Source: an optimization exercise on an open RTL-to-GDS flow (aim: small area). Production flows keep margins and buffers that such runs may drop. The RTL was checked by simulation tests, not by an equivalence proof against the original design. Power is estimated from default activity; no workload was simulated.

rev 12:
==> module gci_std_display_character, before the edit <==
module gci_std_display_character #(
		parameter P_AREA_H = 640,
		parameter P_AREA_V = 480,
		parameter P_AREAA_HV_N = 19,
		parameter P_MEM_ADDR_N = 23
	)(
		input wire iCLOCK,
		input wire inRESET,
		input wire iRESET_SYNC,
		input wire iIF_VALID,
		output wire oIF_BUSY,
		input wire [13:0] iIF_ADDR,	 
		input wire [31:0] iIF_DATA,
		output wire oIF_FINISH,
		output wire oIF_VALID,
		input wire iIF_BUSY,
		output wire [P_MEM_ADDR_N-1:0] oIF_ADDR,
		output wire [23:0] oIF_DATA
	);
	reg b_busy;
	reg [6:0] b_pixel;
	reg [11:0] b_fore;
	reg [11:0] b_back;
	reg [13:0] b_base;
	reg [6:0] b_code;
	wire finish = b_busy & b_pixel[6] & b_pixel[5] & b_pixel[4];
	wire write = b_busy & !finish & !iIF_BUSY;
	always@(posedge iCLOCK or negedge inRESET)begin
		if(!inRESET)begin
			b_busy <= 1'b0;
		end
		else if(iRESET_SYNC)begin
			b_busy <= 1'b0;
		end
		else if(!b_busy)begin
			b_busy <= iIF_VALID;
		end
		else if(finish)begin
			b_busy <= 1'b0;
		end
	end
	always@(posedge iCLOCK)begin
		if(!b_busy)begin
			b_pixel <= 7'h0;
			b_fore <= iIF_DATA[19:8];
			b_back <= iIF_DATA[31:20];
			b_base <= iIF_ADDR;
			b_code <= iIF_DATA[6:0];
		end
		else if(write)begin
			b_pixel <= b_pixel + 7'h1;
		end
	end
	wire pixel_on;
	gci_std_display_font FONT14X8(
		.iCODE(b_code),
		.iROW(b_pixel[6:3]),
		.iCOL(b_pixel[2:0]),
		.oPIXEL(pixel_on)
	);
	wire [5:0] r = b_base[13:8];
	wire [3:0] row = b_pixel[6:3];
	wire [3:0] chi = b_base[7:4];
	wire [12:0] hi;
	wire s0 = row[0] ^ chi[0];
	wire c0 = row[0] & chi[0];
	wire s1 = r[0] ^ row[1] ^ chi[1];
	wire c1 = (r[0] & row[1]) | (r[0] & chi[1]) | (row[1] & chi[1]);
	wire s2 = c0 ^ s1;
	wire c2 = c0 & s1;
	wire s3 = r[1] ^ r[0] ^ row[2];
	wire c3 = (r[1] & r[0]) | (r[1] & row[2]) | (r[0] & row[2]);
	wire s4 = row[0] ^ chi[2] ^ c1;
	wire c4 = (row[0] & chi[2]) | (row[0] & c1) | (chi[2] & c1);
	wire s5 = c2 ^ s3 ^ s4;
	wire c5 = (c2 & s3) | (c2 & s4) | (s3 & s4);
	wire s6 = r[2] ^ r[1] ^ row[3];
	wire c6 = (r[2] & r[1]) | (r[2] & row[3]) | (r[1] & row[3]);
	wire s7 = row[1] ^ chi[3] ^ c3;
	wire c7 = (row[1] & chi[3]) | (row[1] & c3) | (chi[3] & c3);
	wire s8 = c4 ^ c5 ^ s6;
	wire c8 = (c4 & c5) | (c4 & s6) | (c5 & s6);
	wire s9 = s7 ^ s8;
	wire c9 = s7 & s8;
	wire s10 = r[3] ^ r[2] ^ row[2];
	wire c10 = (r[3] & r[2]) | (r[3] & row[2]) | (r[2] & row[2]);
	wire s11 = c6 ^ c7 ^ c8;
	wire c11 = (c6 & c7) | (c6 & c8) | (c7 & c8);
	wire s12 = c9 ^ s10 ^ s11;
	wire c12 = (c9 & s10) | (c9 & s11) | (s10 & s11);
	wire s13 = r[4] ^ r[3] ^ row[3];
	wire c13 = (r[4] & r[3]) | (r[4] & row[3]) | (r[3] & row[3]);
	wire s14 = c10 ^ c11 ^ c12;
	wire c14 = (c10 & c11) | (c10 & c12) | (c11 & c12);
	wire s15 = s13 ^ s14;
	wire c15 = s13 & s14;
	wire s16 = r[5] ^ r[4] ^ r[0];
	wire c16 = (r[5] & r[4]) | (r[5] & r[0]) | (r[4] & r[0]);
	wire s17 = c13 ^ c14 ^ c15;
	wire c17 = (c13 & c14) | (c13 & c15) | (c14 & c15);
	wire s18 = s16 ^ s17;
	wire c18 = s16 & s17;
	wire s19 = r[5] ^ r[1] ^ c16;
	wire c19 = (r[5] & r[1]) | (r[5] & c16) | (r[1] & c16);
	wire s20 = c17 ^ c18 ^ s19;
	wire c20 = (c17 & c18) | (c17 & s19) | (c18 & s19);
	wire s21 = r[2] ^ c19 ^ c20;
	wire c21 = (r[2] & c19) | (r[2] & c20) | (c19 & c20);
	wire s22 = r[3] ^ c21;
	wire c22 = r[3] & c21;
	wire s23 = r[4] ^ c22;
	wire c23 = r[4] & c22;
	wire s24 = r[5] ^ c23;
	wire c24 = r[5] & c23;
	assign hi = {c24, s24, s23, s22, s21, s20, s18, s15, s12, s9, s5, s2, s0};
	assign oIF_BUSY = b_busy;
	assign oIF_FINISH = finish;
	assign oIF_VALID = write;
	assign oIF_ADDR = {3'b000, hi, b_base[3:0], b_pixel[2:0]};
	wire [11:0] color = pixel_on ? b_fore : b_back;
	assign oIF_DATA = {color[11:8], color[11:8], color[7:4], color[7:4], color[3:0], color[3:0]};
endmodule
Settings: LEC_CHECK=0, ABC_AREA=1, CAP_MARGIN=20, CORE_MARGIN=2, CORE_UTILIZATION=30, PLACE_DENSITY=0.45, SLEW_MARGIN=20, SYNTH_MEMORY_MAX_BITS=32768; clock period 10.0 ns.
standard.sh (not shown) runs the stock make flow with config.mk's settings and CLKGATE_MAP_FILE= SYNTH_SCRIPT=/design/flow/synth_recipe.tcl, a recipe that flattens the netlist after the stock synthesis.
==> flow/flow/run.sh <==
#!/bin/bash
# Own flow: the standard flow, with the standard synthesis netlist's combinational
# logic re-mapped for area before floorplanning, and the smallest buffer on the ports.
set -euo pipefail
W=$(pwd)
R=$W/orfs/results/$FLOW_PLATFORM/gci_std_display_character/base
YOSYS=yosys
if ! command -v yosys >/dev/null 2>&1; then YOSYS=$FLOW_HOME/../tools/install/yosys/bin/yosys; fi
LIB=$FLOW_HOME/platforms/$FLOW_PLATFORM/lib/sky130_fd_sc_hd__tt_025C_1v80.lib
bash standard.sh synth > $W/std_synth.log 2>&1
cp $R/1_2_yosys.v $W/std_1_2_yosys.v
mkdir -p $W/maps
python3 $W/flow/mkmap.py $LIB $W/maps > $W/mkmap.log 2>&1
# Re-map with a few ABC scripts, keeping or re-mapping the full adders; keep the smallest.
# (A candidate far smaller than the standard netlist would mean ABC dropped logic.)
std_area=$(sed -n "s/.*Chip area for module .*: \([0-9.]*\).*/\1/p" $W/orfs/reports/$FLOW_PLATFORM/gci_std_display_character/base/synth_stat.txt | tail -1)
best=""; best_area=""
for s in nfm nf nf2 amap rs; do
  for m in combmap combmap_nofa; do
    t=remap_${s}_${m}
    if REMAP_LIB=$LIB REMAP_COMBMAP=$W/maps/$m.v REMAP_IN=$W/std_1_2_yosys.v REMAP_TOP=$FLOW_TOP \
       REMAP_SCRIPT=$W/flow/$s.abc REMAP_STAT=$W/$t.stat REMAP_OUT=$W/$t.v \
       $YOSYS -c $W/flow/remap.tcl > $W/$t.log 2>&1 \
       && python3 $W/flow/same_regs.py $W/std_1_2_yosys.v $W/$t.v > $W/$t.regs 2>&1; then
      a=$(sed -n "s/.*Chip area for module .*: \([0-9.]*\).*/\1/p" $W/$t.stat)
      echo "$t $a" >> $W/remap_areas.txt
      if python3 -c "import sys; sys.exit(0 if $a < 0.5 * $std_area else 1)"; then continue; fi
      if [[ -z "$best" ]] || python3 -c "import sys; sys.exit(0 if $a < $best_area else 1)"; then
        best=$t; best_area=$a
      fi
    fi
  done
done
echo "chosen $best $best_area" >> $W/remap_areas.txt
cp $W/$best.v $R/1_2_yosys.v
touch $R/1_2_yosys.v
# Port buffers: the smallest buffer instead of the delay cell the resizer picks.
# Clock tree: clkbuf_8 buffers, larger sink clusters, no dummy loads.
bash standard.sh finish "BUFFER_PORTS_ARGS=-buffer_cell sky130_fd_sc_hd__buf_1" \
  "CTS_ARGS=-sink_clustering_enable -repair_clock_nets -dont_use_dummy_load -buf_list sky130_fd_sc_hd__clkbuf_8 -sink_clustering_size 30" \
  > $W/std_finish.log 2>&1
Other scripts of this flow, unchanged in this note and not shown: flow/flow/amap.abc, flow/flow/mkmap.py, flow/flow/nf.abc, flow/flow/nf2.abc, flow/flow/nfm.abc, flow/flow/remap.tcl, flow/flow/rs.abc, flow/flow/same_regs.py
Input-level comparison between rev 13 and rev 12:
diff --git a/flow/design.v b/flow/design.v
--- a/flow/design.v
+++ b/flow/design.v
@@ -735,12 +735,23 @@
 	);
 	reg b_busy;
 	reg [6:0] b_pixel;
+	reg b_pixel_on;
 	reg [11:0] b_fore;
 	reg [11:0] b_back;
 	reg [13:0] b_base;
 	reg [6:0] b_code;
-	wire finish = b_busy & b_pixel[6] & b_pixel[5] & b_pixel[4];
-	wire write = b_busy & !finish & !iIF_BUSY;
+	wire last = b_pixel[6] & b_pixel[5] & b_pixel[4];
+	wire fetch = last & b_pixel[3];
+	wire finish = b_busy & last & !b_pixel[3];
+	wire write = b_busy & !last & !iIF_BUSY;
+	wire [6:0] next_pixel = b_pixel + 7'h1;
+	wire font_pixel;
+	gci_std_display_font FONT14X8(
+		.iCODE(b_code),
+		.iROW(next_pixel[6:3]),
+		.iCOL(next_pixel[2:0]),
+		.oPIXEL(font_pixel)
+	);
 	always@(posedge iCLOCK or negedge inRESET)begin
 		if(!inRESET)begin
 			b_busy <= 1'b0;
@@ -757,23 +768,17 @@
 	end
 	always@(posedge iCLOCK)begin
 		if(!b_busy)begin
-			b_pixel <= 7'h0;
+			b_pixel <= 7'h7f;
 			b_fore <= iIF_DATA[19:8];
 			b_back <= iIF_DATA[31:20];
 			b_base <= iIF_ADDR;
 			b_code <= iIF_DATA[6:0];
 		end
-		else if(write)begin
-			b_pixel <= b_pixel + 7'h1;
+		else if(fetch | write)begin
+			b_pixel <= next_pixel;
+			b_pixel_on <= font_pixel;
 		end
 	end
-	wire pixel_on;
-	gci_std_display_font FONT14X8(
-		.iCODE(b_code),
-		.iROW(b_pixel[6:3]),
-		.iCOL(b_pixel[2:0]),
-		.oPIXEL(pixel_on)
-	);
 	wire [5:0] r = b_base[13:8];
 	wire [3:0] row = b_pixel[6:3];
 	wire [3:0] chi = b_base[7:4];
@@ -833,7 +838,7 @@
 	assign oIF_FINISH = finish;
 	assign oIF_VALID = write;
 	assign oIF_ADDR = {3'b000, hi, b_base[3:0], b_pixel[2:0]};
-	wire [11:0] color = pixel_on ? b_fore : b_back;
+	wire [11:0] color = b_pixel_on ? b_fore : b_back;
 	assign oIF_DATA = {color[11:8], color[11:8], color[7:4], color[7:4], color[3:0], color[3:0]};
 endmodule
 `default_nettype wire
Findings:
What rev 12 reported for total detailed-routing wirelength has to be multiplied by 1.07 to get the figure for rev 13. Taking rev 12 as the reference, in rev 13 worst path setup slack after routing up 1.33 ns, number of ordinary and repair buffers in the finished layout rose 10, die area up 1.5%. From rev 12 to rev 13 the numbers moved as follows: number of multi-input combinational cells in the layout went up about 1.1%; maximum ir drop on the vdd rail went up by 97%. Relative to rev 12, total via count after detailed routing has increased by 1.8% in rev 13. Compared with rev 12, rev 13 degrades total power. On rev 13: count of cells along the worst hold path is 1 higher than what rev 12 gave. On area after detailed placement, the lower figure sits with rev 12, not rev 13.

port drivers added, routing unchanged:
How much do the figures lean on ideal ports? The routed layouts below were timed once more, with nothing changed but the port constraints. Step 1 (the two cells are an assumption about what drives the block):
set clk [get_ports {iCLOCK}]
set_driving_cell -lib_cell sky130_fd_sc_hd__clkbuf_16 $clk
set_driving_cell -lib_cell sky130_fd_sc_hd__buf_2 [delete_from_list [all_inputs] $clk]
Step 2, shift: input delay + t, output delay - t, t = (earliest + latest rising clock arrival at the registers) / 2. This alone moves slack from input paths to output paths. a / b / c = ideal / step 1 / step 2; a / b = the first two.
| run | t, ns | setup slack, ns | hold WS [ns] | worst data-port slew with drivers (ns) |
|---|---|---|---|---|
| rev 12 | 0.332 | 0.398 / 0.363 / 0.694 | 0.679 / 0.679 / 0.679 | 0.05 |
| rev 13 | 0.331 | 1.732 / 1.732 / 1.732 | 0.535 / 0.535 / 0.535 | 0.04 |
After both steps every run listed still meets setup and hold.
